This design comes from an exercise in tuning for small area, a short achievable clock period and few clock cycles per item on the open sky130 flow, not from production work.
Only simulation tests tie the RTL to the original design; equivalence was not proved.

## flow/design.v (module list and top-level ports; edited modules follow where they fit)
// module ntt_bank: 21 lines
// module bmul: 824 lines
// module csa: 7 lines
// module kmul: 48 lines
// module tred: 72 lines
// module jmul: 26 lines
// module ntt32_163841: 375 lines
module ntt32_163841 ( clk, rst, start, input_fg, addr, din, dout, valid );
  // ...
==> flow/run.sh <==
#!/bin/bash
# synth_recipe.tcl (not shown) runs the flow's synth.tcl, then flattens the netlist and writes it again
# the make line also repeats each setting of config.mk as NAME=value (left out here)
make -C /OpenROAD-flow-scripts/flow DESIGN_CONFIG=/design/flow/config.mk WORK_HOME=/design/flow/orfs CLKGATE_MAP_FILE= SYNTH_SCRIPT=/design/flow/synth_recipe.tcl finish
==> flow/config.mk <==
export PLATFORM = sky130hd
export DESIGN_NAME = ntt32_163841
export DESIGN_NICKNAME = ntt32_163841
export VERILOG_FILES = /design/flow/design.v
export SDC_FILE = /design/flow/constraint.sdc
export NUM_CORES = 4
export LEC_CHECK = 0
export CAP_MARGIN = 20
export CORE_MARGIN = 2
export CORE_UTILIZATION = 45
export SLEW_MARGIN = 20
==> flow/constraint.sdc <==
create_clock -name core_clock -period 8.0 [get_ports {clk}]
set_input_delay 1.6000 -clock core_clock [delete_from_list [all_inputs] [get_ports {clk}]]
set_output_delay 1.6000 -clock core_clock [all_outputs]
set_load 0.01 [all_outputs]
==> summary.txt, run 1 <==
Flow run
  – MaxCap Viol Count: 0

Logic synthesis
  – Post-synthesis register bit count: 3565
  – Synth Area in Adders: 12.8%
  – Top_reg_cell synth: edfxtp_1
  – Post-synth top area share: 38.5%
  – Sequential element share of the synthesized area: 52.6%
  – Syn avg cell area: 11.2 um2
  – Mapped Cells: 16000

Layout
  – Buffering overhead: 1.68%
  – Commonest non-fill, non-tap cell in the layout: edfxtp_1
  – Diodes inserted: 13
  – Layout cells sized above 1: 8.73%
  – Largest area class, layout: registers
  – Fraction of area in multi-input gates: 39.0%

Setup path
  – Critical Path End Type: flip-flop
  – Worst path most repeated cell: fa_1
  – Setup crit start: w2[2]

Floorplanning
  – N_taps: 5265
  – Die height: 636 um
  – Row cnt: 232
  – Die X: 636 um

Place
  – Post-Place Cells: 20700
  – Post-DP HPWL: 396 mm

CTS
  – # Post-CTS Setup Buffers: 0
  – Clock-pin slew on the worst setup and hold paths: 60 ps
  – CTS Root Cell: clkbuf_16
  – Post-CTS Resized: 0

Global route
  – Met3 global-route usage: 4.76%
  – Global-route met1 utilization: 39.3%

Detailed routing
  – Initial DRC count: 17300
  – M1 wire length: 240 mm

Timing
  – Fmax: 198 MHz
  – Final hold vios: 0
  – Hold slack: 316 ps

Outcome
  – Status: complete, no violations

Min path
  – Worst Hold End: y2e[15]
Testbench counts, summed over its fixed seeds: cycles 37,736, txns 96.
==> module kmul, before the edit <==
module kmul (
  input                     clk,
  input      signed [17:0]  a,
  input      signed [17:0]  b,
  output reg signed [18:0]  x,
  output     signed [17:0]  xc,
  output     [18:0]         rs,
  output     [18:0]         rc
);
  wire [35:0] ps, pc;
  bmul bm (.a(a), .b(b), .S(ps), .C(pc));
  reg  [35:0] cs_s, cs_c;
  always @(posedge clk) begin
    cs_s <= ps;
    cs_c <= pc;
  end
  wire [20:0] hw = cs_s[35:15] + cs_c[35:15];
  wire [18:0] o1 = {2'b0, cs_s[14:0], 2'b00};
  wire [18:0] o2 = {4'd0, cs_s[14:0]};
  wire [18:0] o3 = {2'b0, cs_c[14:0], 2'b00};
  wire [18:0] o4 = {4'd0, cs_c[14:0]};
  wire [18:0] k1s, k1c, k2s, k2c;
  csa #(19) ka (.x(o1),  .y(o2),  .z(o3),  .s(k1s), .c(k1c));
  csa #(19) kb (.x(o4),  .y(k1s), .z(k1c), .s(k2s), .c(k2c));
  reg  [20:0] hr;
  reg  [18:0] ls, lc;
  always @(posedge clk) begin
    hr <= hw;
    ls <= k2s;
    lc <= k2c;
  end
  wire [21:0] k3s, k3c;
  csa #(22) kc (.x({3'd0, ls}), .y({3'd0, lc}), .z(~{hr[20], hr}), .s(k3s), .c(k3c));
  reg  signed [21:0] r1;
  always @(posedge clk) r1 <= k3s + k3c + 22'd1;
  wire [18:0] q1 = {2'b00, r1[14:0], 2'b00};
  wire [18:0] q2 = {4'd0, r1[14:0]};
  wire [18:0] q3 = ~{{12{r1[21]}}, r1[21:15]};
  wire [18:0] m1s, m1c, m2s, m2c;
  csa #(19) kd (.x(q1), .y(q2), .z(q3), .s(m1s), .c(m1c));
  assign rs = m1s;
  assign rc = m1c;
  csa #(19) ke (.x(m1s), .y(m1c), .z(19'd360448), .s(m2s), .c(m2c));
  wire signed [18:0] r2  = m1s + m1c + 19'd1;
  wire signed [18:0] r2m = m2s + m2c;       
  assign xc = (r2 > 19'sd81920) ? r2m[17:0] : r2[17:0];
  always @(posedge clk) x <= r2;
endmodule
==> module tred, before the edit <==
module tred (
  input  signed [20:0] v,
  output signed [17:0] r
);
  wire [5:0] hu = v[20:15];
  wire signed [17:0] t =
    ({18{hu == 6'd32}} & 18'h30006) |
    ({18{hu == 6'd33}} & 18'h38006) |
    ({18{hu == 6'd34}} & 18'h00006) |
    ({18{hu == 6'd35}} & 18'h08006) |
    ({18{hu == 6'd36}} & 18'h10006) |
    ({18{hu == 6'd37}} & 18'h30005) |
    ({18{hu == 6'd38}} & 18'h38005) |
    ({18{hu == 6'd39}} & 18'h00005) |
    ({18{hu == 6'd40}} & 18'h08005) |
    ({18{hu == 6'd41}} & 18'h10005) |
    ({18{hu == 6'd42}} & 18'h30004) |
    ({18{hu == 6'd43}} & 18'h38004) |
    ({18{hu == 6'd44}} & 18'h00004) |
    ({18{hu == 6'd45}} & 18'h08004) |
    ({18{hu == 6'd46}} & 18'h10004) |
    ({18{hu == 6'd47}} & 18'h30003) |
    ({18{hu == 6'd48}} & 18'h38003) |
    ({18{hu == 6'd49}} & 18'h00003) |
    ({18{hu == 6'd50}} & 18'h08003) |
    ({18{hu == 6'd51}} & 18'h10003) |
    ({18{hu == 6'd52}} & 18'h30002) |
    ({18{hu == 6'd53}} & 18'h38002) |
    ({18{hu == 6'd54}} & 18'h00002) |
    ({18{hu == 6'd55}} & 18'h08002) |
    ({18{hu == 6'd56}} & 18'h10002) |
    ({18{hu == 6'd57}} & 18'h30001) |
    ({18{hu == 6'd58}} & 18'h38001) |
    ({18{hu == 6'd59}} & 18'h00001) |
    ({18{hu == 6'd60}} & 18'h08001) |
    ({18{hu == 6'd61}} & 18'h10001) |
    ({18{hu == 6'd62}} & 18'h30000) |
    ({18{hu == 6'd63}} & 18'h38000) |
    ({18{hu == 6'd1}} & 18'h08000) |
    ({18{hu == 6'd2}} & 18'h10000) |
    ({18{hu == 6'd3}} & 18'h2ffff) |
    ({18{hu == 6'd4}} & 18'h37fff) |
    ({18{hu == 6'd5}} & 18'h3ffff) |
    ({18{hu == 6'd6}} & 18'h07fff) |
    ({18{hu == 6'd7}} & 18'h0ffff) |
    ({18{hu == 6'd8}} & 18'h2fffe) |
    ({18{hu == 6'd9}} & 18'h37ffe) |
    ({18{hu == 6'd10}} & 18'h3fffe) |
    ({18{hu == 6'd11}} & 18'h07ffe) |
    ({18{hu == 6'd12}} & 18'h0fffe) |
    ({18{hu == 6'd13}} & 18'h2fffd) |
    ({18{hu == 6'd14}} & 18'h37ffd) |
    ({18{hu == 6'd15}} & 18'h3fffd) |
    ({18{hu == 6'd16}} & 18'h07ffd) |
    ({18{hu == 6'd17}} & 18'h0fffd) |
    ({18{hu == 6'd18}} & 18'h2fffc) |
    ({18{hu == 6'd19}} & 18'h37ffc) |
    ({18{hu == 6'd20}} & 18'h3fffc) |
    ({18{hu == 6'd21}} & 18'h07ffc) |
    ({18{hu == 6'd22}} & 18'h0fffc) |
    ({18{hu == 6'd23}} & 18'h2fffb) |
    ({18{hu == 6'd24}} & 18'h37ffb) |
    ({18{hu == 6'd25}} & 18'h3fffb) |
    ({18{hu == 6'd26}} & 18'h07ffb) |
    ({18{hu == 6'd27}} & 18'h0fffb) |
    ({18{hu == 6'd28}} & 18'h2fffa) |
    ({18{hu == 6'd29}} & 18'h37ffa) |
    ({18{hu == 6'd30}} & 18'h3fffa) |
    ({18{hu == 6'd31}} & 18'h07ffa);
  wire signed [18:0] s = $signed({4'b0000, v[14:0]}) + t;
  assign r = s[17:0];
endmodule
==> module jmul, before the edit <==
module jmul (
  input                     clk,
  input      signed [18:0]  s,
  output reg signed [17:0]  t
);
  wire [35:0] se = {{17{s[18]}}, s};
  wire [35:0] j1s, j1c, j2s, j2c, j3s, j3c;
  csa #(36) ja (.x(se << 16), .y(se << 13), .z(~(se << 8)), .s(j1s), .c(j1c));
  csa #(36) jb (.x(~(se << 6)), .y(~(se << 2)), .z(j1s), .s(j2s), .c(j2c));
  csa #(36) jc (.x(j1c), .y(j2c), .z(j2s), .s(j3s), .c(j3c));
  reg  [16:0] jl;
  reg  [20:0] jh;
  always @(posedge clk) begin
    jl <= j3s[14:0] + j3c[14:0] + 17'd3;
    jh <= j3s[35:15] + j3c[35:15];
  end
  wire [21:0] u1 = {3'd0, jl, 2'b00};
  wire [21:0] u2 = {5'd0, jl};
  wire [21:0] v1s, v1c;
  csa #(22) jd (.x(u1), .y(u2), .z(~{jh[20], jh}), .s(v1s), .c(v1c));
  reg  signed [20:0] jr;
  always @(posedge clk) jr <= v1s + v1c + 22'd1;
  wire signed [17:0] tr;
  tred rj (.v(jr), .r(tr));
  always @(posedge clk) t <= tr;
endmodule
==> module ntt32_163841, before the edit <==
module ntt32_163841 ( clk, rst, start, input_fg, addr, din, dout, valid );
  input                      clk;
  input                      rst;
  input                      start;
  input                      input_fg;
  input             [5 : 0]  addr;
  input  signed     [17 : 0] din;
  output reg signed [17 : 0] dout;
  output                     valid;
  localparam signed [18:0] Q = 19'sd163841;
  localparam signed [17:0] C_OUT = 18'sd9171;    
  localparam ST_IDLE = 2'd0, ST_COMP = 2'd1, ST_VALID = 2'd2;
  localparam [7:0] PW0  = 8'd96;     
  localparam [7:0] IV0  = 8'd128;    
  localparam [7:0] IV1  = 8'd144;    
  localparam [7:0] IV2  = 8'd167;    
  localparam [7:0] IEND = 8'd183;
  localparam [7:0] WLAT = 8'd10;     
  localparam [7:0] DONE = 8'd192;    
  function [15:0] seq;
    input [7:0] c;
    reg       act, pl;
    reg [1:0] md, vd, a2, a1, a0;
    reg [3:0] e, g;
    reg [7:0] cc;
    begin
      act = 1'b1; md = 2'd0; pl = 1'b0; vd = 2'd0;
      a2 = 2'd0; a1 = 2'd0; a0 = 2'd0; e = 4'd0;
      g = c[3:0];
      cc = c - IV2;
      if (c < PW0) begin
        pl = c[4];
        case (c[6:5])
          2'd0:    begin vd = 2'd2; a1 = g[3:2]; a0 = g[1:0]; end
          2'd1:    begin vd = 2'd1; a2 = g[3:2]; a0 = g[1:0]; e = {g[3:2], 2'b00}; end
          default: begin vd = 2'd0; a2 = g[3:2]; a1 = g[1:0]; e = {g[1:0], g[3:2]}; end
        endcase
      end else if (c < IV0) begin
        md = 2'd1; a2 = c[4:3]; a1 = c[2:1]; a0 = {1'b0, c[0]};
      end else if (c < IV1) begin
        md = 2'd2; vd = 2'd0; a2 = g[3:2]; a1 = g[1:0];
      end else if (c < IV1 + 8'd16) begin
        md = 2'd2; vd = 2'd1; a2 = g[3:2]; a0 = g[1:0]; e = {g[1:0], 2'b00};
      end else if (c >= IV2 && c < IEND) begin
        md = 2'd2; vd = 2'd2; a0 = cc[3:2]; a1 = cc[1:0]; e = {cc[1:0], cc[3:2]};
      end else begin
        act = 1'b0;
      end
      seq = {act, md, pl, vd, a2, a1, a0, e};
    end
  endfunction
  function [4:0] laddr;
    input [1:0] md;
    input       pl;
    input [1:0] vd, a2, a1, base, b;
    reg   [1:0] t;
    begin
      t = b - base;
      if (md == 2'd1) laddr = {t[0], a2, a1};
      else case (vd)
        2'd2:    laddr = {pl, t, a1};
        2'd1:    laddr = {pl, a2, t};
        default: laddr = {pl, a2, a1};
      endcase
    end
  endfunction
  function signed [17:0] tw1;
    input [4:0] ie;
    begin
      case (ie)
        5'd0: tw1 = -18'sd72090;
        5'd1: tw1 = -18'sd76400;
        5'd2: tw1 = -18'sd3604;
        5'd3: tw1 = 18'sd24226;
        5'd4: tw1 = -18'sd12462;
        5'd5: tw1 = -18'sd72798;
        5'd6: tw1 = 18'sd23827;
        5'd7: tw1 = 18'sd53047;
        5'd8: tw1 = -18'sd4077;
        5'd9: tw1 = 18'sd34952;
        5'd10: tw1 = 18'sd6178;
        5'd11: tw1 = 18'sd12661;
        5'd12: tw1 = -18'sd69923;
        5'd13: tw1 = 18'sd68783;
        5'd14: tw1 = 18'sd48168;
        5'd15: tw1 = -18'sd62475;
        5'd16: tw1 = -18'sd72090;
        5'd17: tw1 = 18'sd26550;
        5'd18: tw1 = -18'sd11619;
        5'd19: tw1 = 18'sd48461;
        5'd20: tw1 = 18'sd68266;
        5'd21: tw1 = 18'sd18222;
        5'd22: tw1 = -18'sd53961;
        5'd23: tw1 = 18'sd11896;
        5'd24: tw1 = -18'sd19313;
        5'd25: tw1 = 18'sd79931;
        5'd26: tw1 = 18'sd27835;
        5'd27: tw1 = -18'sd49115;
        5'd28: tw1 = 18'sd17884;
        5'd29: tw1 = 18'sd60709;
        5'd30: tw1 = 18'sd51687;
        5'd31: tw1 = -18'sd76104;
        default: tw1 = 18'sd0;
      endcase
    end
  endfunction
  function signed [17:0] tw2;
    input [4:0] ie;
    begin
      case (ie)
        5'd0: tw2 = -18'sd72090;
        5'd1: tw2 = -18'sd3604;
        5'd2: tw2 = -18'sd12462;
        5'd3: tw2 = 18'sd23827;
        5'd4: tw2 = -18'sd4077;
        5'd5: tw2 = 18'sd6178;
        5'd6: tw2 = -18'sd69923;
        5'd7: tw2 = 18'sd48168;
        5'd8: tw2 = 18'sd47449;
        5'd9: tw2 = -18'sd51687;
        5'd10: tw2 = -18'sd17884;
        5'd11: tw2 = -18'sd27835;
        5'd12: tw2 = 18'sd19313;
        5'd13: tw2 = 18'sd53961;
        5'd14: tw2 = -18'sd68266;
        5'd15: tw2 = 18'sd11619;
        5'd16: tw2 = -18'sd72090;
        5'd17: tw2 = -18'sd11619;
        5'd18: tw2 = 18'sd68266;
        5'd19: tw2 = -18'sd53961;
        5'd20: tw2 = -18'sd19313;
        5'd21: tw2 = 18'sd27835;
        5'd22: tw2 = 18'sd17884;
        5'd23: tw2 = 18'sd51687;
        5'd24: tw2 = -18'sd47449;
        5'd25: tw2 = -18'sd48168;
        5'd26: tw2 = 18'sd69923;
        5'd27: tw2 = -18'sd6178;
        5'd28: tw2 = 18'sd4077;
        5'd29: tw2 = -18'sd23827;
        5'd30: tw2 = 18'sd12462;
        5'd31: tw2 = 18'sd3604;
        default: tw2 = 18'sd0;
      endcase
    end
  endfunction
  function signed [17:0] tw3;
    input [4:0] ie;
    begin
      case (ie)
        5'd0: tw3 = -18'sd72090;
        5'd1: tw3 = 18'sd24226;
        5'd2: tw3 = 18'sd23827;
        5'd3: tw3 = 18'sd34952;
        5'd4: tw3 = -18'sd69923;
        5'd5: tw3 = -18'sd62475;
        5'd6: tw3 = -18'sd51687;
        5'd7: tw3 = 18'sd49115;
        5'd8: tw3 = 18'sd19313;
        5'd9: tw3 = -18'sd18222;
        5'd10: tw3 = 18'sd11619;
        5'd11: tw3 = 18'sd76400;
        5'd12: tw3 = 18'sd12462;
        5'd13: tw3 = -18'sd53047;
        5'd14: tw3 = -18'sd6178;
        5'd15: tw3 = -18'sd68783;
        5'd16: tw3 = -18'sd72090;
        5'd17: tw3 = 18'sd48461;
        5'd18: tw3 = -18'sd53961;
        5'd19: tw3 = 18'sd79931;
        5'd20: tw3 = 18'sd17884;
        5'd21: tw3 = -18'sd76104;
        5'd22: tw3 = -18'sd48168;
        5'd23: tw3 = -18'sd12661;
        5'd24: tw3 = 18'sd4077;
        5'd25: tw3 = 18'sd72798;
        5'd26: tw3 = 18'sd3604;
        5'd27: tw3 = -18'sd26550;
        5'd28: tw3 = -18'sd68266;
        5'd29: tw3 = -18'sd11896;
        5'd30: tw3 = -18'sd27835;
        5'd31: tw3 = -18'sd60709;
        default: tw3 = 18'sd0;
      endcase
    end
  endfunction
  reg [1:0] state;
  reg [7:0] cnt, cntw;    
  always @(posedge clk) begin
    if (rst) begin
      state <= ST_IDLE;
      cnt   <= 8'd0;
      cntw  <= 8'd0 - WLAT;
    end else begin
      case (state)
        ST_IDLE:  begin
          cnt  <= 8'd0;
          cntw <= 8'd0 - WLAT;
          if (start) state <= ST_COMP;
        end
        ST_COMP:  begin
          cnt  <= cnt + 8'd1;
          cntw <= cntw + 8'd1;
          if (cnt == DONE) state <= ST_VALID;
        end
        default:  begin
          cnt  <= 8'd0;
          cntw <= 8'd0 - WLAT;
          if (start) state <= ST_IDLE;
        end
      endcase
    end
  end
  assign valid = (state == ST_VALID);
  wire comp = (state == ST_COMP);
  wire [15:0] rs = seq(cnt);
  wire        rs_act = rs[15] & comp;
  wire [1:0]  rs_md  = rs[14:13];
  wire        rs_pl  = rs[12];
  wire [1:0]  rs_vd  = rs[11:10];
  wire [1:0]  rs_a2  = rs[9:8];
  wire [1:0]  rs_a1  = rs[7:6];
  wire [1:0]  rs_a0  = rs[5:4];
  wire [3:0]  rs_e   = rs[3:0];
  wire [1:0]  rs_base = rs_a2 + rs_a1 + rs_a0 + {1'b0, rs_pl};
  wire [15:0] ws = seq(cntw);
  wire        ws_act = ws[15] & comp & ~rst;
  wire [1:0]  ws_md  = ws[14:13];
  wire        ws_pl  = ws[12];
  wire [1:0]  ws_vd  = ws[11:10];
  wire [1:0]  ws_a2  = ws[9:8];
  wire [1:0]  ws_a1  = ws[7:6];
  wire [1:0]  ws_a0  = ws[5:4];
  wire [1:0]  ws_base = ws_a2 + ws_a1 + ws_a0 + {1'b0, ws_pl};
  reg [4:0] ra [0:3];
  reg [1:0] rbase;
  reg       rpw, rout, rinv;
  reg [3:0] re;
  wire [1:0] addr_bank = addr[5:4] + addr[3:2] + addr[1:0];
  integer i;
  always @(posedge clk) begin
    if (comp) begin
      for (i = 0; i < 4; i = i + 1)
        ra[i] <= laddr(rs_md, rs_pl, rs_vd, rs_a2, rs_a1, rs_base, i[1:0]);
      rbase <= rs_base;
      rpw   <= rs_act & (rs_md == 2'd1);
      rinv  <= (rs_md == 2'd2);
      rout  <= 1'b0;
      re    <= rs_e;
    end else begin
      for (i = 0; i < 4; i = i + 1)
        ra[i] <= {1'b0, addr[5:2]};
      rbase <= addr_bank - 2'd1;     
      rpw   <= 1'b0;
      rinv  <= 1'b0;
      rout  <= 1'b1;
      re    <= 4'd0;
    end
  end
  wire [17:0] rd [0:3];
  reg         bwe [0:3];
  reg  [4:0]  bwa [0:3];
  reg  [17:0] bwd [0:3];
  ntt_bank bank0 (.clk(clk), .we(bwe[0]), .wa(bwa[0]), .wd(bwd[0]), .ra(ra[0]), .rd(rd[0]));
  ntt_bank bank1 (.clk(clk), .we(bwe[1]), .wa(bwa[1]), .wd(bwd[1]), .ra(ra[1]), .rd(rd[1]));
  ntt_bank bank2 (.clk(clk), .we(bwe[2]), .wa(bwa[2]), .wd(bwd[2]), .ra(ra[2]), .rd(rd[2]));
  ntt_bank bank3 (.clk(clk), .we(bwe[3]), .wa(bwa[3]), .wd(bwd[3]), .ra(ra[3]), .rd(rd[3]));
  wire [17:0] xc0 = rd[rbase];
  wire [17:0] xm1 = rd[rbase + 2'd1];
  wire [17:0] xm2 = rd[rbase + 2'd2];
  wire [17:0] xm3 = rd[rbase + 2'd3];
  reg  signed [17:0] x0, x1, x2, x3, w1, w2, w3;
  always @(posedge clk) begin
    x0 <= xc0;
    x1 <= xm1;
    x2 <= xm2;
    x3 <= xm3;
    w1 <= rpw ? xc0 : (rout ? C_OUT : tw1({rinv, re}));
    w2 <= rpw ? xm3 : tw2({rinv, re});
    w3 <= rpw ? 18'sd0 : tw3({rinv, re});
  end
  reg [8:1] pwp;
  always @(posedge clk) pwp <= {pwp[7:1], rpw};
  wire signed [18:0] X1, X2, X3;
  wire signed [17:0] kc1, kc2, kc3;
  wire        [18:0] rs1, rs2, rs3, rc1, rc2, rc3;
  kmul m1 (.clk(clk), .a(x1), .b(w1), .x(X1), .xc(kc1), .rs(rs1), .rc(rc1));
  kmul m2 (.clk(clk), .a(x2), .b(w2), .x(X2), .xc(kc2), .rs(rs2), .rc(rc2));
  kmul m3 (.clk(clk), .a(x3), .b(w3), .x(X3), .xc(kc3), .rs(rs3), .rc(rc3));
  wire [19:0] f1s, f1c, f2s, f2c;
  csa #(20) sa (.x({rs1[18], rs1}), .y({rc1[18], rc1}), .z(~{rs3[18], rs3}), .s(f1s), .c(f1c));
  csa #(20) sb (.x(f1s), .y(f1c), .z(~{rc3[18], rc3}), .s(f2s), .c(f2c));
  wire [19:0] s3w = f2s + f2c + 20'd2;
  reg signed [17:0] x0d1, x0d2, x0d3, X0;
  reg signed [18:0] s3;
  always @(posedge clk) begin
    x0d1 <= x0;
    x0d2 <= x0d1;
    x0d3 <= x0d2;
    X0   <= pwp[4] ? 18'sd0 : x0d3;
    s3   <= s3w[18:0];
    dout <= kc1;           
  end
  wire signed [18:0] X1k = pwp[5] ? 19'sd0 : X1;
  wire signed [18:0] X2k = pwp[5] ? 19'sd0 : X2;
  reg  signed [20:0] v0, v2;
  reg  signed [19:0] s1;
  always @(posedge clk) begin
    v0 <= X0 + X1 + X2k + X3;
    v2 <= X0 + X2 - X1k - X3;
    s1 <= X0 - X2;
  end
  wire signed [17:0] t3;
  jmul mj (.clk(clk), .s(s3), .t(t3));
  wire signed [17:0] v0r, v2r;
  tred rv0 (.v(v0), .r(v0r));
  tred rv2 (.v(v2), .r(v2r));
  reg signed [17:0] y0d, y2d, y0e, y2e;
  reg signed [19:0] s1d, s1e;
  always @(posedge clk) begin
    y0d <= v0r;  y2d <= v2r;  s1d <= s1;
    y0e <= y0d;  y2e <= y2d;  s1e <= s1d;
  end
  reg signed [20:0] v1, v3;
  reg signed [17:0] y0f, y2f;
  always @(posedge clk) begin
    v1  <= s1e + t3;
    v3  <= s1e - t3;
    y0f <= y0e;
    y2f <= y2e;
  end
  wire signed [17:0] v1r, v3r;
  tred rv1 (.v(v1), .r(v1r));
  tred rv3 (.v(v3), .r(v3r));
  reg  signed [17:0] y [0:3];
  always @(posedge clk) begin
    y[0] <= y0f;
    y[2] <= y2f;
    y[1] <= v1r;
    y[3] <= v3r;
  end
  reg       wwe [0:3];
  reg [4:0] wwa [0:3];
  reg [1:0] wsel [0:3];
  always @(posedge clk) begin
    for (i = 0; i < 4; i = i + 1) begin
      wwe[i]  <= ws_act & ((ws_md != 2'd1) | ~(i[0] ^ ws_base[0]));
      wwa[i]  <= laddr(ws_md, ws_pl, ws_vd, ws_a2, ws_a1, ws_base, i[1:0]);
      wsel[i] <= (ws_md == 2'd2) ? (ws_base - i[1:0]) : (i[1:0] - ws_base);
    end
  end
  reg        ldv, ld_fg;
  reg [5:0]  ld_addr;
  reg [17:0] din_r;
  always @(posedge clk) begin
    ldv     <= (state == ST_IDLE);
    ld_fg   <= input_fg;
    ld_addr <= addr;
    din_r   <= din;
  end
  wire [1:0] ld_bank = ld_addr[5:4] + ld_addr[3:2] + ld_addr[1:0] + {1'b0, ld_fg};
  always @(*) begin
    for (i = 0; i < 4; i = i + 1) begin
      if (ldv) begin
        bwe[i] = (ld_bank == i[1:0]);
        bwa[i] = {ld_fg, ld_addr[5:2]};
        bwd[i] = din_r;
      end else begin
        bwe[i] = wwe[i];
        bwa[i] = wwa[i];
        bwd[i] = y[wsel[i]];
      end
    end
  end
endmodule
==> inputs of run 2 (changes only) <==
--- a/flow/design.v
+++ b/flow/design.v
@@ -852,6 +852,7 @@
 endmodule
 module kmul (
   input                     clk,
+  input                     hold,      
   input      signed [17:0]  a,
   input      signed [17:0]  b,
   output reg signed [18:0]  x,
@@ -896,14 +897,14 @@
   wire signed [18:0] r2  = m1s + m1c + 19'd1;
   wire signed [18:0] r2m = m2s + m2c;       
   assign xc = (r2 > 19'sd81920) ? r2m[17:0] : r2[17:0];
-  always @(posedge clk) x <= r2;
+  always @(posedge clk) if (!hold) x <= r2;
 endmodule
-module tred (
-  input  signed [20:0] v,
-  output signed [17:0] r
+module tval (
+  input  [5:0]         h,
+  output signed [17:0] t
 );
-  wire [5:0] hu = v[20:15];
-  wire signed [17:0] t =
+  wire [5:0] hu = h;
+  assign t =
     ({18{hu == 6'd32}} & 18'h30006) |
     ({18{hu == 6'd33}} & 18'h38006) |
     ({18{hu == 6'd34}} & 18'h00006) |
@@ -967,13 +968,21 @@
     ({18{hu == 6'd29}} & 18'h37ffa) |
     ({18{hu == 6'd30}} & 18'h3fffa) |
     ({18{hu == 6'd31}} & 18'h07ffa);
+endmodule
+module tred (
+  input  signed [20:0] v,
+  output signed [17:0] r
+);
+  wire signed [17:0] t;
+  tval tv (.h(v[20:15]), .t(t));
   wire signed [18:0] s = $signed({4'b0000, v[14:0]}) + t;
   assign r = s[17:0];
 endmodule
 module jmul (
   input                     clk,
   input      signed [18:0]  s,
-  output reg signed [17:0]  t
+  output     [14:0]         tl,
+  output     signed [17:0]  th
 );
   wire [35:0] se = {{17{s[18]}}, s};
   wire [35:0] j1s, j1c, j2s, j2c, j3s, j3c;
@@ -992,9 +1001,8 @@
   csa #(22) jd (.x(u1), .y(u2), .z(~{jh[20], jh}), .s(v1s), .c(v1c));
   reg  signed [20:0] jr;
   always @(posedge clk) jr <= v1s + v1c + 22'd1;
-  wire signed [17:0] tr;
-  tred rj (.v(jr), .r(tr));
-  always @(posedge clk) t <= tr;
+  assign tl = jr[14:0];
+  tval tj (.h(jr[20:15]), .t(th));
 endmodule
 module ntt32_163841 ( clk, rst, start, input_fg, addr, din, dout, valid );
   input                      clk;
@@ -1009,12 +1017,11 @@
   localparam signed [17:0] C_OUT = 18'sd9171;    
   localparam ST_IDLE = 2'd0, ST_COMP = 2'd1, ST_VALID = 2'd2;
   localparam [7:0] PW0  = 8'd96;     
-  localparam [7:0] IV0  = 8'd128;    
-  localparam [7:0] IV1  = 8'd144;    
-  localparam [7:0] IV2  = 8'd167;    
-  localparam [7:0] IEND = 8'd183;
-  localparam [7:0] WLAT = 8'd10;     
-  localparam [7:0] DONE = 8'd192;    
+  localparam [7:0] IV1  = 8'd128;    
+  localparam [7:0] IV2  = 8'd150;    
+  localparam [7:0] IEND = 8'd166;
+  localparam [7:0] WLAT = 8'd9;      
+  localparam [7:0] DONE = 8'd174;    
   function [15:0] seq;
     input [7:0] c;
     reg       act, pl;
@@ -1033,10 +1040,8 @@
           2'd1:    begin vd = 2'd1; a2 = g[3:2]; a0 = g[1:0]; e = {g[3:2], 2'b00}; end
           default: begin vd = 2'd0; a2 = g[3:2]; a1 = g[1:0]; e = {g[1:0], g[3:2]}; end
         endcase
-      end else if (c < IV0) begin
-        md = 2'd1; a2 = c[4:3]; a1 = c[2:1]; a0 = {1'b0, c[0]};
       end else if (c < IV1) begin
-        md = 2'd2; vd = 2'd0; a2 = g[3:2]; a1 = g[1:0];
+        md = 2'd1; a2 = c[4:3]; a1 = c[2:1]; a0 = {1'b0, c[0]};
       end else if (c < IV1 + 8'd16) begin
         md = 2'd2; vd = 2'd1; a2 = g[3:2]; a0 = g[1:0]; e = {g[1:0], 2'b00};
       end else if (c >= IV2 && c < IEND) begin
@@ -1222,17 +1227,18 @@
   wire [3:0]  rs_e   = rs[3:0];
   wire [1:0]  rs_base = rs_a2 + rs_a1 + rs_a0 + {1'b0, rs_pl};
   wire [15:0] ws = seq(cntw);
-  wire        ws_act = ws[15] & comp & ~rst;
-  wire [1:0]  ws_md  = ws[14:13];
+  wire        ws_pw  = (ws[14:13] == 2'd1);
+  wire        ws_act = ws[15] & comp & ~rst & ~(ws_pw & ~ws[4]);
+  wire [1:0]  ws_md  = ws_pw ? 2'd2 : ws[14:13];
   wire        ws_pl  = ws[12];
   wire [1:0]  ws_vd  = ws[11:10];
   wire [1:0]  ws_a2  = ws[9:8];
   wire [1:0]  ws_a1  = ws[7:6];
-  wire [1:0]  ws_a0  = ws[5:4];
+  wire [1:0]  ws_a0  = ws_pw ? 2'd0 : ws[5:4];
   wire [1:0]  ws_base = ws_a2 + ws_a1 + ws_a0 + {1'b0, ws_pl};
   reg [4:0] ra [0:3];
   reg [1:0] rbase;
-  reg       rpw, rout, rinv;
+  reg       rpw, rpwb, rout, rinv;
   reg [3:0] re;
   wire [1:0] addr_bank = addr[5:4] + addr[3:2] + addr[1:0];
   integer i;
@@ -1242,6 +1248,7 @@
         ra[i] <= laddr(rs_md, rs_pl, rs_vd, rs_a2, rs_a1, rs_base, i[1:0]);
       rbase <= rs_base;
       rpw   <= rs_act & (rs_md == 2'd1);
+      rpwb  <= rs_act & (rs_md == 2'd1) & rs_a0[0];
       rinv  <= (rs_md == 2'd2);
       rout  <= 1'b0;
       re    <= rs_e;
@@ -1250,6 +1257,7 @@
         ra[i] <= {1'b0, addr[5:2]};
       rbase <= addr_bank - 2'd1;     
       rpw   <= 1'b0;
+      rpwb  <= 1'b0;
       rinv  <= 1'b0;
       rout  <= 1'b1;
       re    <= 4'd0;
@@ -1275,57 +1283,56 @@
     x3 <= xm3;
     w1 <= rpw ? xc0 : (rout ? C_OUT : tw1({rinv, re}));
     w2 <= rpw ? xm3 : tw2({rinv, re});
-    w3 <= rpw ? 18'sd0 : tw3({rinv, re});
+    w3 <= rpw ? (rpwb ? xm2 : 18'sd0) : tw3({rinv, re});
   end
-  reg [8:1] pwp;
-  always @(posedge clk) pwp <= {pwp[7:1], rpw};
+  reg [4:1] pwbp;
+  always @(posedge clk) pwbp <= {pwbp[3:1], rpwb};
   wire signed [18:0] X1, X2, X3;
   wire signed [17:0] kc1, kc2, kc3;
   wire        [18:0] rs1, rs2, rs3, rc1, rc2, rc3;
-  kmul m1 (.clk(clk), .a(x1), .b(w1), .x(X1), .xc(kc1), .rs(rs1), .rc(rc1));
-  kmul m2 (.clk(clk), .a(x2), .b(w2), .x(X2), .xc(kc2), .rs(rs2), .rc(rc2));
-  kmul m3 (.clk(clk), .a(x3), .b(w3), .x(X3), .xc(kc3), .rs(rs3), .rc(rc3));
+  kmul m1 (.clk(clk), .hold(1'b0), .a(x1), .b(w1), .x(X1), .xc(kc1), .rs(rs1), .rc(rc1));
+  kmul m2 (.clk(clk), .hold(pwbp[4]), .a(x2), .b(w2), .x(X2), .xc(kc2), .rs(rs2), .rc(rc2));
+  kmul m3 (.clk(clk), .hold(1'b0), .a(x3), .b(w3), .x(X3), .xc(kc3), .rs(rs3), .rc(rc3));
   wire [19:0] f1s, f1c, f2s, f2c;
   csa #(20) sa (.x({rs1[18], rs1}), .y({rc1[18], rc1}), .z(~{rs3[18], rs3}), .s(f1s), .c(f1c));
   csa #(20) sb (.x(f1s), .y(f1c), .z(~{rc3[18], rc3}), .s(f2s), .c(f2c));
   wire [19:0] s3w = f2s + f2c + 20'd2;
-  reg signed [17:0] x0d1, x0d2, x0d3, X0;
+  reg signed [17:0] x0d1, x0d2, x0d3;
+  reg signed [18:0] X0;
   reg signed [18:0] s3;
   always @(posedge clk) begin
     x0d1 <= x0;
     x0d2 <= x0d1;
     x0d3 <= x0d2;
-    X0   <= pwp[4] ? 18'sd0 : x0d3;
+    X0   <= pwbp[4] ? X1 : x0d3;    
     s3   <= s3w[18:0];
     dout <= kc1;           
   end
-  wire signed [18:0] X1k = pwp[5] ? 19'sd0 : X1;
-  wire signed [18:0] X2k = pwp[5] ? 19'sd0 : X2;
   reg  signed [20:0] v0, v2;
   reg  signed [19:0] s1;
   always @(posedge clk) begin
-    v0 <= X0 + X1 + X2k + X3;
-    v2 <= X0 + X2 - X1k - X3;
+    v0 <= X0 + X1 + X2 + X3;
+    v2 <= X0 + X2 - X1 - X3;
     s1 <= X0 - X2;
   end
-  wire signed [17:0] t3;
-  jmul mj (.clk(clk), .s(s3), .t(t3));
+  wire        [14:0] t3l;
+  wire signed [17:0] t3h;
+  jmul mj (.clk(clk), .s(s3), .tl(t3l), .th(t3h));
   wire signed [17:0] v0r, v2r;
   tred rv0 (.v(v0), .r(v0r));
   tred rv2 (.v(v2), .r(v2r));
-  reg signed [17:0] y0d, y2d, y0e, y2e;
-  reg signed [19:0] s1d, s1e;
+  reg signed [17:0] y0d, y2d;
+  reg signed [19:0] s1d;
   always @(posedge clk) begin
     y0d <= v0r;  y2d <= v2r;  s1d <= s1;
-    y0e <= y0d;  y2e <= y2d;  s1e <= s1d;
   end
   reg signed [20:0] v1, v3;
   reg signed [17:0] y0f, y2f;
   always @(posedge clk) begin
-    v1  <= s1e + t3;
-    v3  <= s1e - t3;
-    y0f <= y0e;
-    y2f <= y2e;
+    v1  <= s1d + $signed({1'b0, t3l}) + t3h;
+    v3  <= s1d - $signed({1'b0, t3l}) - t3h;
+    y0f <= y0d;
+    y2f <= y2d;
   end
   wire signed [17:0] v1r, v3r;
   tred rv1 (.v(v1), .r(v1r));
--- a/flow/config.mk
+++ b/flow/config.mk
@@ -8,4 +8,5 @@
 export CAP_MARGIN = 20
 export CORE_MARGIN = 2
 export CORE_UTILIZATION = 45
+export SETUP_SLACK_MARGIN = 3.3
 export SLEW_MARGIN = 20
==> run 2 against run 1 <==
Against the previous run:
- still clean on timing, DRC and antenna
- wire length is 3.1% higher
- register-to-register slack better by 240 ps
- non-clock buffer count is 80 higher
- sequential share of layout area is 0.69 points lower
- global-route usage is 0.74 points higher
- final cell count is 0.53% higher
- highest routed layer unchanged
==> summary.txt, run 2 <==
CTS
  – H-tree Lvls: 5
  – CTS Sinks: 3505
  – Clock-pin slew on the worst setup and hold paths: 60 ps (about the same)
  – CTS Root Cell: clkbuf_16
  – Worst-Skew Late Latency: 1010 ps
  – CTS max path bufs: 4
  – Num CTS Buffers: 370
  – Post-CTS Hold Buffers: 0
  – CTS tree: built

Logic synthesis
  – Most frequent cells after synthesis: edfxtp_1 (2323), inv_1 (1368), dfxtp_1 (1182)
  – Top_reg_cell synth: edfxtp_1
  – Mapped Cells: 16100 (+0.41%)
  – Synthesis Warnings: 20
  – Netlist cell types: 100
  – Synth area leaders: edfxtp_1 (39%), dfxtp_1 (13%), fa_1 (8.2%)
  – Most frequent cell after synthesis: edfxtp_1
  – Post-synth top area share: 38.8% (+0.25 points)
  – Cell taking the most area after synthesis: edfxtp_1
  – Largest family of logic cells by synthesized area: compound AO/OA/AOI/OAI gates
  – Synthesized Nets: 17500
  – Synth Area in Adders: 13.1% (+0.27 points)
  – Sequential element share of the synthesized area: 51.9% (-0.65 points)
  – Complex-gate fraction of the synthesized area: 15.0%
  – Post-synth EDFFs: 2323
  – Xor-xnor portion of the synthesized cell area: 2.53%
  – Syn avg cell area: 11.2 um2 (-0.24%)
  – Post-synthesis register bit count: 3505 (-1.7%)
  – Mux share of post-synthesis cell area: 2.34%
  – Mapped Area: 180000 um2
  – Synthesized-area fraction occupied by and/or/nand/nor cells: 9.96%
  – Async set-or-reset flop fraction in the synthesized netlist: 0%

Timing
  – Pins Over Slew Limit: 0
  – Post-route setup slack: 3180 ps
  – Final Cycle Share: 60.2%
  – Fmax: 208 MHz (+4.9%)
  – Slew headroom: 20.2%
  – Worst clock skew: 93.5 ps
  – Final setup violation count: 0
  – RSZ-0062 raised after global routing: yes
  – Final min period: 4820 ps
  – Setup_tns: 0 ps
  – Worst slew pin tran: 1190 ps
  – Final hold vios: 0 (unchanged)

Setup path
  – Critical Path End Type: flip-flop
  – Reg2reg start: ra[2][1]
  – WP data arrival: 5710 ps
  – Critical Path Fanout Max: 26
  – Setup crit start kind: flip-flop
  – Critical Path RT: 8890 ps
  – WS Path Type: flip-flop to flip-flop
  – Worst r2r dst: w1[14]
  – Reg-to-reg slack, setup: 3180 ps
  – R2R cell count: 10

Detailed routing
  – Via Count: 132000
  – Initial DRT Pass Iterations: 6
  – WL per Instance: 28.3 um
  – WL final: 610 mm
  – Initial DRC count: 18400 (+6.4%)
  – DR DRC count: 0
  – Final ANT Viol Nets: 0
  – Vias/cell: 6.14

Floorplanning
  – Die X: 636 um (about the same)
  – IO Pins: 47
  – Die height: 636 um (about the same)
  – Die ar.: 405000 um2
  – Starting Density: 45.1%
  – Core area: 399000 um2
  – Row cnt: 232 (unchanged)

Min path
  – Hold Path Cell Cnt: 0
  – Worst Hold End: x0d1[4]
  – Hold Crit Start: x0[4]
  – HP Class: flip-flop to flip-flop

Global route
  – Initial antenna violation count: 44
  – Largest net degree at the start of global routing: 91
  – Total GRT Usage: 29.2%
  – Grt total ovfl: 0
  – Global-route wire length before repair: 868 mm
  – Vias in the first global route: 122000

Layout
  – Area grow syn2layout: 11.3%
  – Layout cells sized above 1: 9.82% (+1.1 points)
  – Commonest cells after routing, fill and taps aside: edfxtp_1 (2323), inv_1 (1365), dfxtp_1 (1131)
  – Non-Filler Instances: 21500
  – Post-layout util: 50.2%
  – Number of nets in the layout: 17300
  – Fillers: 35000
  – Commonest non-fill, non-tap cell in the layout: edfxtp_1

Place
  – Post-Place Cells: 20800 (+0.33%)
  – Port bufs: 46
  – Setup WS pre-CTS: 2600 ps
  – Post-DP HPWL: 405 mm (+2.3%)
  – GPL Wtd Cong: 0.941

Flow run
  – MaxCap Viol Count: 0 (unchanged)

Outcome
  – Status: complete, no violations
==> run 2: stage by stage <==
stage	area [um2]	hold slack, ps
6_report	200000	317
5_1_grt	200000	323
4_1_cts	200000	317
3_5_place_dp	188000	312
3_3_place_gp	187000	311
2_1_floorplan	180000	310
==> run 2: worst max path at each step <==
stage | start | endpoint | depth (start not counted)
after global placement | mj.jr[16] | v1[17] | 15
after detailed placement | mj.jr[16] | v1[17] | 15
after global routing | cntw[2] | wsel[0][1] | 16
after CTS | mj.jr[18] | v1[17] | 18
after floorplan | mj.jr[16] | v1[17] | 17
final | ra[2][1] | w1[14] | 10
==> run 2: cell type report <==
cell class	instances	area [um2]	share of cell area, %
clock buffers	500	10300	5.14
repair inverters	1	5.00	0.00250
clock inverters	179	1790	0.895
flip-flops and latches	3505	93500	46.7
repair buffers	509	3990	1.99
multi-input cells	10100	78800	39.3
inverters	1393	5250	2.62
diodes	14	35.0	0.0175
well taps	5265	6590	3.29
==> run 2: kinds of logic (layout without fill, tap and decap cells) <==
| group | count (synthesis) | count (layout) |
|---|---|---|
| other cells | 0 | 14 |
| fa+ha+maj | 1456 | 1456 |
| buf+inv | 2447 | 2582 |
| xor+xnor | 519 | 519 |
| mux | 318 | 318 |
| compound gates | 4135 | 4135 |
| flops | 3505 | 3505 |
| simple gates | 3712 | 3712 |
==> run 2: critical path, stage by stage (launching register included) <==
cell and delay, ps:
dfxtp_1 300, buf_4 340, nor3b_2 660, buf_4 460, and2_1 800, a22oi_1 210, nand4_1 150, or4_1 530
mux2i_1 190, mux2i_1 740, a22o_1 260
==> run 2: metal layers <==
metal / wire length, um / global-route usage (%) / vias up
met5: 134 / 0 / -
li1: - / - / 58200
met1: 244000 / 40.8 / 65400
met2: 269000 / 44.6 / 7327
met3: 67900 / 5.62 / 1173
met4: 28400 / 11.9 / 20
==> run 2: timing repair <==
item	4_1_cts	5_1_grt
cloned	1	0
setup endpoints to repair	48	147
setup buffers	2	31
pin swaps	1	9
gates resized for setup	25	65
Testbench counts of run 2, summed over its fixed seeds: cycles 36,008, txns 96.
==> inputs of run 3 (changes only) <==
--- a/flow/design.v
+++ b/flow/design.v
@@ -867,23 +867,14 @@
     cs_s <= ps;
     cs_c <= pc;
   end
-  wire [20:0] hw = cs_s[35:15] + cs_c[35:15];
-  wire [18:0] o1 = {2'b0, cs_s[14:0], 2'b00};
-  wire [18:0] o2 = {4'd0, cs_s[14:0]};
-  wire [18:0] o3 = {2'b0, cs_c[14:0], 2'b00};
-  wire [18:0] o4 = {4'd0, cs_c[14:0]};
-  wire [18:0] k1s, k1c, k2s, k2c;
-  csa #(19) ka (.x(o1),  .y(o2),  .z(o3),  .s(k1s), .c(k1c));
-  csa #(19) kb (.x(o4),  .y(k1s), .z(k1c), .s(k2s), .c(k2c));
+  reg  [15:0] lr;
   reg  [20:0] hr;
-  reg  [18:0] ls, lc;
   always @(posedge clk) begin
-    hr <= hw;
-    ls <= k2s;
-    lc <= k2c;
+    lr <= cs_s[14:0] + cs_c[14:0];
+    hr <= cs_s[35:15] + cs_c[35:15];
   end
   wire [21:0] k3s, k3c;
-  csa #(22) kc (.x({3'd0, ls}), .y({3'd0, lc}), .z(~{hr[20], hr}), .s(k3s), .c(k3c));
+  csa #(22) kc (.x({4'd0, lr, 2'b00}), .y({6'd0, lr}), .z(~{hr[20], hr}), .s(k3s), .c(k3c));
   reg  signed [21:0] r1;
   always @(posedge clk) r1 <= k3s + k3c + 22'd1;
   wire [18:0] q1 = {2'b00, r1[14:0], 2'b00};
@@ -896,113 +887,37 @@
   csa #(19) ke (.x(m1s), .y(m1c), .z(19'd360448), .s(m2s), .c(m2c));
   wire signed [18:0] r2  = m1s + m1c + 19'd1;
   wire signed [18:0] r2m = m2s + m2c;       
-  assign xc = (r2 > 19'sd81920) ? r2m[17:0] : r2[17:0];
+  wire [18:0] m3s, m3c;
+  csa #(19) kf (.x(m1s), .y(m1c), .z(19'd442368), .s(m3s), .c(m3c));
+  wire [18:0] dcmp = m3s + m3c;
+  assign xc = dcmp[18] ? r2[17:0] : r2m[17:0];
   always @(posedge clk) if (!hold) x <= r2;
 endmodule
-module tval (
-  input  [5:0]         h,
-  output signed [17:0] t
-);
-  wire [5:0] hu = h;
-  assign t =
-    ({18{hu == 6'd32}} & 18'h30006) |
-    ({18{hu == 6'd33}} & 18'h38006) |
-    ({18{hu == 6'd34}} & 18'h00006) |
-    ({18{hu == 6'd35}} & 18'h08006) |
-    ({18{hu == 6'd36}} & 18'h10006) |
-    ({18{hu == 6'd37}} & 18'h30005) |
-    ({18{hu == 6'd38}} & 18'h38005) |
-    ({18{hu == 6'd39}} & 18'h00005) |
-    ({18{hu == 6'd40}} & 18'h08005) |
-    ({18{hu == 6'd41}} & 18'h10005) |
-    ({18{hu == 6'd42}} & 18'h30004) |
-    ({18{hu == 6'd43}} & 18'h38004) |
-    ({18{hu == 6'd44}} & 18'h00004) |
-    ({18{hu == 6'd45}} & 18'h08004) |
-    ({18{hu == 6'd46}} & 18'h10004) |
-    ({18{hu == 6'd47}} & 18'h30003) |
-    ({18{hu == 6'd48}} & 18'h38003) |
-    ({18{hu == 6'd49}} & 18'h00003) |
-    ({18{hu == 6'd50}} & 18'h08003) |
-    ({18{hu == 6'd51}} & 18'h10003) |
-    ({18{hu == 6'd52}} & 18'h30002) |
-    ({18{hu == 6'd53}} & 18'h38002) |
-    ({18{hu == 6'd54}} & 18'h00002) |
-    ({18{hu == 6'd55}} & 18'h08002) |
-    ({18{hu == 6'd56}} & 18'h10002) |
-    ({18{hu == 6'd57}} & 18'h30001) |
-    ({18{hu == 6'd58}} & 18'h38001) |
-    ({18{hu == 6'd59}} & 18'h00001) |
-    ({18{hu == 6'd60}} & 18'h08001) |
-    ({18{hu == 6'd61}} & 18'h10001) |
-    ({18{hu == 6'd62}} & 18'h30000) |
-    ({18{hu == 6'd63}} & 18'h38000) |
-    ({18{hu == 6'd1}} & 18'h08000) |
-    ({18{hu == 6'd2}} & 18'h10000) |
-    ({18{hu == 6'd3}} & 18'h2ffff) |
-    ({18{hu == 6'd4}} & 18'h37fff) |
-    ({18{hu == 6'd5}} & 18'h3ffff) |
-    ({18{hu == 6'd6}} & 18'h07fff) |
-    ({18{hu == 6'd7}} & 18'h0ffff) |
-    ({18{hu == 6'd8}} & 18'h2fffe) |
-    ({18{hu == 6'd9}} & 18'h37ffe) |
-    ({18{hu == 6'd10}} & 18'h3fffe) |
-    ({18{hu == 6'd11}} & 18'h07ffe) |
-    ({18{hu == 6'd12}} & 18'h0fffe) |
-    ({18{hu == 6'd13}} & 18'h2fffd) |
-    ({18{hu == 6'd14}} & 18'h37ffd) |
-    ({18{hu == 6'd15}} & 18'h3fffd) |
-    ({18{hu == 6'd16}} & 18'h07ffd) |
-    ({18{hu == 6'd17}} & 18'h0fffd) |
-    ({18{hu == 6'd18}} & 18'h2fffc) |
-    ({18{hu == 6'd19}} & 18'h37ffc) |
-    ({18{hu == 6'd20}} & 18'h3fffc) |
-    ({18{hu == 6'd21}} & 18'h07ffc) |
-    ({18{hu == 6'd22}} & 18'h0fffc) |
-    ({18{hu == 6'd23}} & 18'h2fffb) |
-    ({18{hu == 6'd24}} & 18'h37ffb) |
-    ({18{hu == 6'd25}} & 18'h3fffb) |
-    ({18{hu == 6'd26}} & 18'h07ffb) |
-    ({18{hu == 6'd27}} & 18'h0fffb) |
-    ({18{hu == 6'd28}} & 18'h2fffa) |
-    ({18{hu == 6'd29}} & 18'h37ffa) |
-    ({18{hu == 6'd30}} & 18'h3fffa) |
-    ({18{hu == 6'd31}} & 18'h07ffa);
-endmodule
-module tred (
-  input  signed [20:0] v,
-  output signed [17:0] r
-);
-  wire signed [17:0] t;
-  tval tv (.h(v[20:15]), .t(t));
-  wire signed [18:0] s = $signed({4'b0000, v[14:0]}) + t;
-  assign r = s[17:0];
-endmodule
 module jmul (
   input                     clk,
   input      signed [18:0]  s,
-  output     [14:0]         tl,
-  output     signed [17:0]  th
+  output reg [16:0]         jl,
+  output reg [20:0]         jh
 );
   wire [35:0] se = {{17{s[18]}}, s};
   wire [35:0] j1s, j1c, j2s, j2c, j3s, j3c;
   csa #(36) ja (.x(se << 16), .y(se << 13), .z(~(se << 8)), .s(j1s), .c(j1c));
   csa #(36) jb (.x(~(se << 6)), .y(~(se << 2)), .z(j1s), .s(j2s), .c(j2c));
   csa #(36) jc (.x(j1c), .y(j2c), .z(j2s), .s(j3s), .c(j3c));
-  reg  [16:0] jl;
-  reg  [20:0] jh;
   always @(posedge clk) begin
     jl <= j3s[14:0] + j3c[14:0] + 17'd3;
     jh <= j3s[35:15] + j3c[35:15];
   end
-  wire [21:0] u1 = {3'd0, jl, 2'b00};
-  wire [21:0] u2 = {5'd0, jl};
-  wire [21:0] v1s, v1c;
-  csa #(22) jd (.x(u1), .y(u2), .z(~{jh[20], jh}), .s(v1s), .c(v1c));
-  reg  signed [20:0] jr;
-  always @(posedge clk) jr <= v1s + v1c + 22'd1;
-  assign tl = jr[14:0];
-  tval tj (.h(jr[20:15]), .t(th));
+endmodule
+module kred5 (
+  input  [21:0] v,
+  output [17:0] r
+);
+  wire [17:0] l  = {{3{v[14]}}, v[14:0]};
+  wire [17:0] hn = ~{{11{v[21]}}, v[21:15]};        
+  wire [17:0] cs, cc;
+  csa #(18) c0 (.x({l[15:0], 2'b00}), .y(l), .z(hn), .s(cs), .c(cc));
+  assign r = cs + cc + {17'd0, ~v[14]};
 endmodule
 module ntt32_163841 ( clk, rst, start, input_fg, addr, din, dout, valid );
   input                      clk;
@@ -1014,14 +929,14 @@
   output reg signed [17 : 0] dout;
   output                     valid;
   localparam signed [18:0] Q = 19'sd163841;
-  localparam signed [17:0] C_OUT = 18'sd9171;    
+  localparam signed [17:0] C_OUT = 18'sd55847;   
   localparam ST_IDLE = 2'd0, ST_COMP = 2'd1, ST_VALID = 2'd2;
   localparam [7:0] PW0  = 8'd96;     
   localparam [7:0] IV1  = 8'd128;    
-  localparam [7:0] IV2  = 8'd150;    
-  localparam [7:0] IEND = 8'd166;
-  localparam [7:0] WLAT = 8'd9;      
-  localparam [7:0] DONE = 8'd174;    
+  localparam [7:0] IV2  = 8'd149;    
+  localparam [7:0] IEND = 8'd165;
+  localparam [7:0] WLAT = 8'd8;      
+  localparam [7:0] DONE = 8'd172;    
   function [15:0] seq;
     input [7:0] c;
     reg       act, pl;
@@ -1193,12 +1108,12 @@
     if (rst) begin
       state <= ST_IDLE;
       cnt   <= 8'd0;
-      cntw  <= 8'd0 - WLAT;
+      cntw  <= 8'd1 - WLAT;
     end else begin
       case (state)
         ST_IDLE:  begin
-          cnt  <= 8'd0;
-          cntw <= 8'd0 - WLAT;
+          cnt  <= start ? 8'd1 : 8'd0;
+          cntw <= start ? 8'd2 - WLAT : 8'd1 - WLAT;
           if (start) state <= ST_COMP;
         end
         ST_COMP:  begin
@@ -1208,7 +1123,7 @@
         end
         default:  begin
           cnt  <= 8'd0;
-          cntw <= 8'd0 - WLAT;
+          cntw <= 8'd1 - WLAT;
           if (start) state <= ST_IDLE;
         end
       endcase
@@ -1216,8 +1131,14 @@
   end
   assign valid = (state == ST_VALID);
   wire comp = (state == ST_COMP);
-  wire [15:0] rs = seq(cnt);
-  wire        rs_act = rs[15] & comp;
+  wire iss  = comp | ((state == ST_IDLE) & start);    
+  reg  [15:0] rs;
+  always @(posedge clk) begin
+    if (rst | ~(comp | start)) rs <= seq(8'd0);
+    else if (~comp)            rs <= seq(8'd1);
+    else                       rs <= seq(cnt + 8'd1);
+  end
+  wire        rs_act = rs[15] & iss;
   wire [1:0]  rs_md  = rs[14:13];
   wire        rs_pl  = rs[12];
   wire [1:0]  rs_vd  = rs[11:10];
@@ -1226,7 +1147,8 @@
   wire [1:0]  rs_a0  = rs[5:4];
   wire [3:0]  rs_e   = rs[3:0];
   wire [1:0]  rs_base = rs_a2 + rs_a1 + rs_a0 + {1'b0, rs_pl};
-  wire [15:0] ws = seq(cntw);
+  reg  [15:0] ws;
+  always @(posedge clk) ws <= seq(cntw);
   wire        ws_pw  = (ws[14:13] == 2'd1);
   wire        ws_act = ws[15] & comp & ~rst & ~(ws_pw & ~ws[4]);
   wire [1:0]  ws_md  = ws_pw ? 2'd2 : ws[14:13];
@@ -1243,7 +1165,7 @@
   wire [1:0] addr_bank = addr[5:4] + addr[3:2] + addr[1:0];
   integer i;
   always @(posedge clk) begin
-    if (comp) begin
+    if (iss) begin
       for (i = 0; i < 4; i = i + 1)
         ra[i] <= laddr(rs_md, rs_pl, rs_vd, rs_a2, rs_a1, rs_base, i[1:0]);
       rbase <= rs_base;
@@ -1308,41 +1230,44 @@
     s3   <= s3w[18:0];
     dout <= kc1;           
   end
-  reg  signed [20:0] v0, v2;
+  reg  signed [21:0] v0, v2;
   reg  signed [19:0] s1;
   always @(posedge clk) begin
     v0 <= X0 + X1 + X2 + X3;
     v2 <= X0 + X2 - X1 - X3;
     s1 <= X0 - X2;
   end
-  wire        [14:0] t3l;
-  wire signed [17:0] t3h;
-  jmul mj (.clk(clk), .s(s3), .tl(t3l), .th(t3h));
-  wire signed [17:0] v0r, v2r;
-  tred rv0 (.v(v0), .r(v0r));
-  tred rv2 (.v(v2), .r(v2r));
-  reg signed [17:0] y0d, y2d;
-  reg signed [19:0] s1d;
-  always @(posedge clk) begin
-    y0d <= v0r;  y2d <= v2r;  s1d <= s1;
-  end
-  reg signed [20:0] v1, v3;
-  reg signed [17:0] y0f, y2f;
+  wire        [16:0] jl;
+  wire        [20:0] jh;
+  jmul mj (.clk(clk), .s(s3), .jl(jl), .jh(jh));
+  wire [17:0] k0, k2;
+  kred5 r0 (.v(v0), .r(k0));
+  kred5 r2 (.v(v2), .r(k2));
+  wire [21:0] t1 = {3'd0, jl, 2'b00};
+  wire [21:0] t2 = {5'd0, jl};
+  wire [21:0] t4 = {{2{s1[19]}}, s1};
+  wire [21:0] pa_s, pa_c, pb_s, pb_c, ma_s, ma_c, mb_s, mb_c;
+  csa #(22) cp1 (.x(t1), .y(t2), .z(~{jh[20], jh}), .s(pa_s), .c(pa_c));
+  csa #(22) cp2 (.x(pa_s), .y(pa_c), .z(t4), .s(pb_s), .c(pb_c));
+  csa #(22) cm1 (.x(~t1), .y(~t2), .z({jh[20], jh}), .s(ma_s), .c(ma_c));
+  csa #(22) cm2 (.x(ma_s), .y(ma_c), .z(t4), .s(mb_s), .c(mb_c));
+  reg  [21:0] v1, v3;
+  reg  [17:0] y0e, y2e;
   always @(posedge clk) begin
-    v1  <= s1d + $signed({1'b0, t3l}) + t3h;
-    v3  <= s1d - $signed({1'b0, t3l}) - t3h;
-    y0f <= y0d;
-    y2f <= y2d;
-  end
-  wire signed [17:0] v1r, v3r;
-  tred rv1 (.v(v1), .r(v1r));
-  tred rv3 (.v(v3), .r(v3r));
+    v1  <= pb_s + pb_c + 22'd1;
+    v3  <= mb_s + mb_c + 22'd2;
+    y0e <= k0;
+    y2e <= k2;
+  end
+  wire [17:0] k1, k3;
+  kred5 r1 (.v(v1), .r(k1));
+  kred5 r3 (.v(v3), .r(k3));
   reg  signed [17:0] y [0:3];
   always @(posedge clk) begin
-    y[0] <= y0f;
-    y[2] <= y2f;
-    y[1] <= v1r;
-    y[3] <= v3r;
+    y[0] <= y0e;
+    y[2] <= y2e;
+    y[1] <= k1;
+    y[3] <= k3;
   end
   reg       wwe [0:3];
   reg [4:0] wwa [0:3];
==> run 3 against run 2 <==
Against the previous run:
- final area down 1.1%
- area after synthesis down 0.84%
- global-route usage up 1.4 points
- wire length increased by 2.7%
- maximum frequency fell by 1.6%
- utilization is 0.14 points lower
- worst hold slack lost 20 ps
- via count down 0.65%
- sequential cell count decreased by 99
- worst setup slack worse by 78 ps
- critical path type unchanged
- critical endpoint is now bank1.mem[6][10]
- largest cell class unchanged
==> summary.txt, run 3 <==
Setup path
  – Critical Path RT: 8690 ps (-200 ps)
  – R2R cell count: 10 (unchanged)
  – Setup crit start: ld_fg
  – Worst path depth: 10 (unchanged)
  – Worst path most repeated cell: xnor2_1
  – WS Path Type: flip-flop to flip-flop
  – Slowest cell on the critical path: nor2_2
  – WP data arrival: 5590 ps (-120 ps)
  – Setup crit start kind: flip-flop
  – Reg2reg start: ld_fg
  – Critical path, cell by cell: fa_1 -> ha_1 -> xnor2_1 -> xnor2_1 -> xnor2_1 -> a31oi_1 -> nor2_1 -> nand2_1 -> nor2_2 -> buf_4
  – Worst Path Buf+Inv: 1 (-1)
  – Critical Path End Type: flip-flop
  – Worst Setup EP: bank1.mem[6][10]
  – CP peak stage delay: 1080 ps (+280 ps)
  – Reg-to-reg slack, setup: 3100 ps (-80 ps)
  – Top delay family on crit path: simple AND/OR/NAND/NOR gates
  – Worst r2r dst: bank1.mem[6][10]
  – Critical Path Fanout Max: 10 (-62%)

Timing
  – Slew headroom: 15.3% (-4.9 points)
  – Final hold vios: 0 (unchanged)
  – Worst clock skew: 128 ps (+34.0 ps)
  – Fmax: 204 MHz (-1.6%)
  – Setup_tns: 0 ps (unchanged)
  – Final min period: 4900 ps (+78.0 ps)
  – Final setup violation count: 0 (unchanged)
  – Worst slew pin tran: 1270 ps (+74.7 ps)
  – Pins Over Slew Limit: 0 (unchanged)
  – RSZ-0062 raised after global routing: yes
  – Final Cycle Share: 61.2% (+0.97 points)

Floorplanning
  – Die height: 634 um (-0.42%)
  – Core area: 395000 um2 (-0.79%)
  – IO Pins: 47 (unchanged)
  – Die X: 634 um (-0.42%)
  – Starting Density: 45.1% (about the same)
  – Row cnt: 231 (-0.43%)
  – Die ar.: 401000 um2 (-0.84%)

Logic synthesis
  – Synthesis Warnings: 20 (unchanged)
  – Netlist cell types: 97 (-3.0%)
  – Mapped Area: 178000 um2 (-0.84%)
  – Synthesized Nets: 17400 (-0.65%)
  – Syn avg cell area: 11.2 um2 (+0.16%)
  – Mapped Cells: 15900 (-1.0%)
  – Most frequent cell after synthesis: edfxtp_1
  – Synthesized-area fraction occupied by and/or/nand/nor cells: 9.81% (-0.15 points)
  – Async set-or-reset flop fraction in the synthesized netlist: 0% (unchanged)
  – Post-synth top area share: 39.1% (+0.33 points)
  – Cell taking the most area after synthesis: edfxtp_1
  – Synth area leaders: edfxtp_1 (39%), dfxtp_1 (12%), fa_1 (8.1%)
  – Xor-xnor portion of the synthesized cell area: 2.63% (+0.10 points)
  – Most frequent cells after synthesis: edfxtp_1 (2323), inv_1 (1406), dfxtp_1 (1083)
  – Top_reg_cell synth: edfxtp_1
  – Post-synth EDFFs: 2323 (unchanged)
  – Post-synthesis register bit count: 3406 (-2.8%)
  – Largest family of logic cells by synthesized area: compound AO/OA/AOI/OAI gates
  – Sequential element share of the synthesized area: 51.3% (-0.67 points)
  – Mux share of post-synthesis cell area: 2.61% (+0.26 points)
  – Complex-gate fraction of the synthesized area: 14.9% (-0.028 points)
  – Synth Area in Adders: 13.5% (+0.38 points)

Detailed routing
  – DR DRC count: 0 (unchanged)
  – WL final: 626 mm (+2.7%)
  – Initial DRT Pass Iterations: 6 (unchanged)
  – Final ANT Viol Nets: 0 (unchanged)
  – Vias/cell: 6.15 (about the same)
  – Via Count: 131000 (-0.65%)
  – Initial DRC count: 18300 (-0.73%)
  – WL per Instance: 29.3 um (+3.5%)

CTS
  – Num CTS Buffers: 358 (-3.2%)
  – Clock-pin slew on the worst setup and hold paths: 60 ps (about the same)
  – CTS Sinks: 3406 (-2.8%)
  – CTS tree: built
  – Worst-Skew Late Latency: 1050 ps (+40 ps)
  – H-tree Lvls: 5 (unchanged)
  – CTS Root Cell: clkbuf_16
  – CTS max path bufs: 4 (unchanged)

Global route
  – Total GRT Usage: 30.6% (+1.4 points)
  – Vias in the first global route: 123000 (+0.96%)
  – Global-route wire length before repair: 893 mm (+2.9%)
  – Largest net degree at the start of global routing: 99 (+8.8%)
  – Grt total ovfl: 0 (unchanged)
  – Initial antenna violation count: 45 (+2.3%)

Outcome
  – Status: complete, no violations

Place
  – Port bufs: 46 (unchanged)
  – GPL Wtd Cong: 0.934 (-0.80%)
  – Post-DP HPWL: 422 mm (+4.2%)
  – Post-Place Cells: 20700 (-0.55%)

Layout
  – Layout cells sized above 1: 10.2% (+0.38 points)
  – Non-Filler Instances: 21300 (-0.74%)
  – Area grow syn2layout: 11.0%
  – Commonest non-fill, non-tap cell in the layout: edfxtp_1
  – Commonest cells after routing, fill and taps aside: edfxtp_1 (2323), inv_1 (1401), dfxtp_1 (1033)
  – Number of nets in the layout: 17200 (-0.42%)

Min path
  – HP Class: flip-flop to flip-flop

Flow run
  – MaxCap Viol Count: 0 (unchanged)
## run 3: area by class of cell
type / instances / area, um2
timing repair buffer: 529 / 4140
timing repair inverter: 1 / 5.00
inverter: 1434 / 5390
clock inverter: 207 / 1890
tap: 5242 / 6560
antenna: 7 / 17.5
clock buffer: 450 / 9780
sequential: 3406 / 91500
fill: 35100 / 197000
multi-input combinational: 10100 / 78800
## run 3: what timing repair did
action / 4_1_cts / 5_1_grt
setup endpoints to repair: 61 / 138
setup buffers: 9 / 4
gates resized for setup: 17 / 43
cloned: 0 / 1
hold buffers: 0 / 0
pin swaps: 14 / 14
## run 3: kinds of logic after synthesis
logic type / Yosys count
adders and majority gates: 1503
xor gates and xnor gates: 536
muxes: 355
and+or+nand+nor: 3611
buffers and inverters: 2455
DFF: 3406
AOI/OAI and AO/OA: 4065
## run 3: worst min path at each step
stage / start / endpoint / slack, ps / cells after the start
after floorplan: pwbp[1] / pwbp[2] / 310 / 0
after global placement: y0e[13] / y[0][13] / 310 / 0
after detailed placement: y2e[6] / y[2][6] / 310 / 0
after CTS: y0e[10] / y[0][10] / 310 / 0
after global routing: y0e[10] / y[0][10] / 320 / 0
final: y0e[10] / y[0][10] / 300 / 0
## run 3: per-layer routing
metal	vias to the layer above	global-route usage (%)	share of wire [%]
li1	57800	-	-
met1	64800	43.0	41
met2	7389	46.4	44
met3	1241	5.67	11
met4	22	12.9	5.2
met5	-	0	0.051
## run 3: per-stage QoR
step	instance area (um2)	hold slack, ps	utilization, %	setup WS (ps)
final	198000	297	50.1	3100
after global routing	198000	322	50.1	3110
after CTS	198000	313	50.0	3250
after detailed placement	186000	312	47.0	2800
after global placement	186000	310	47.0	2840
after floorplan	178000	310	-	3420
Testbench counts of run 3, summed over its fixed seeds: cycles 35,720, txns 96.

## afterwards: timing with drivers on the ports
The results above use ideal ports. As a check the final layouts listed here were re-extracted and re-timed, cells and wires unchanged.
Step 1 assumes that a clkbuf_16 drives the clock port and a buf_2 every other input.
Step 2 times the ports against the registers' clock, not the clock port: input delays grow and output delays shrink by t, the midpoint of the rising clock arrivals with the driver on.
Slacks: ideal ports / drivers / drivers and shift; pairs: ideal ports / drivers.
| run | t, ns | slack for setup (ns) | slew at the worst register clock pin (ns) |
|---|---|---|---|
| run 1 | 1.066 | 2.945 / 2.945 / 2.945 | 0.07 / 0.07 |
| run 2 | 1.062 | 3.181 / 3.181 / 3.181 | 0.07 / 0.07 |
| run 3 | 1.097 | 3.103 / 3.103 / 2.734 | 0.08 / 0.08 |
After both steps setup and hold are still met in every run listed. The setup slack of run 3, which loses most, moves by 0.000 ns with the drivers and by -0.369 ns with both steps.
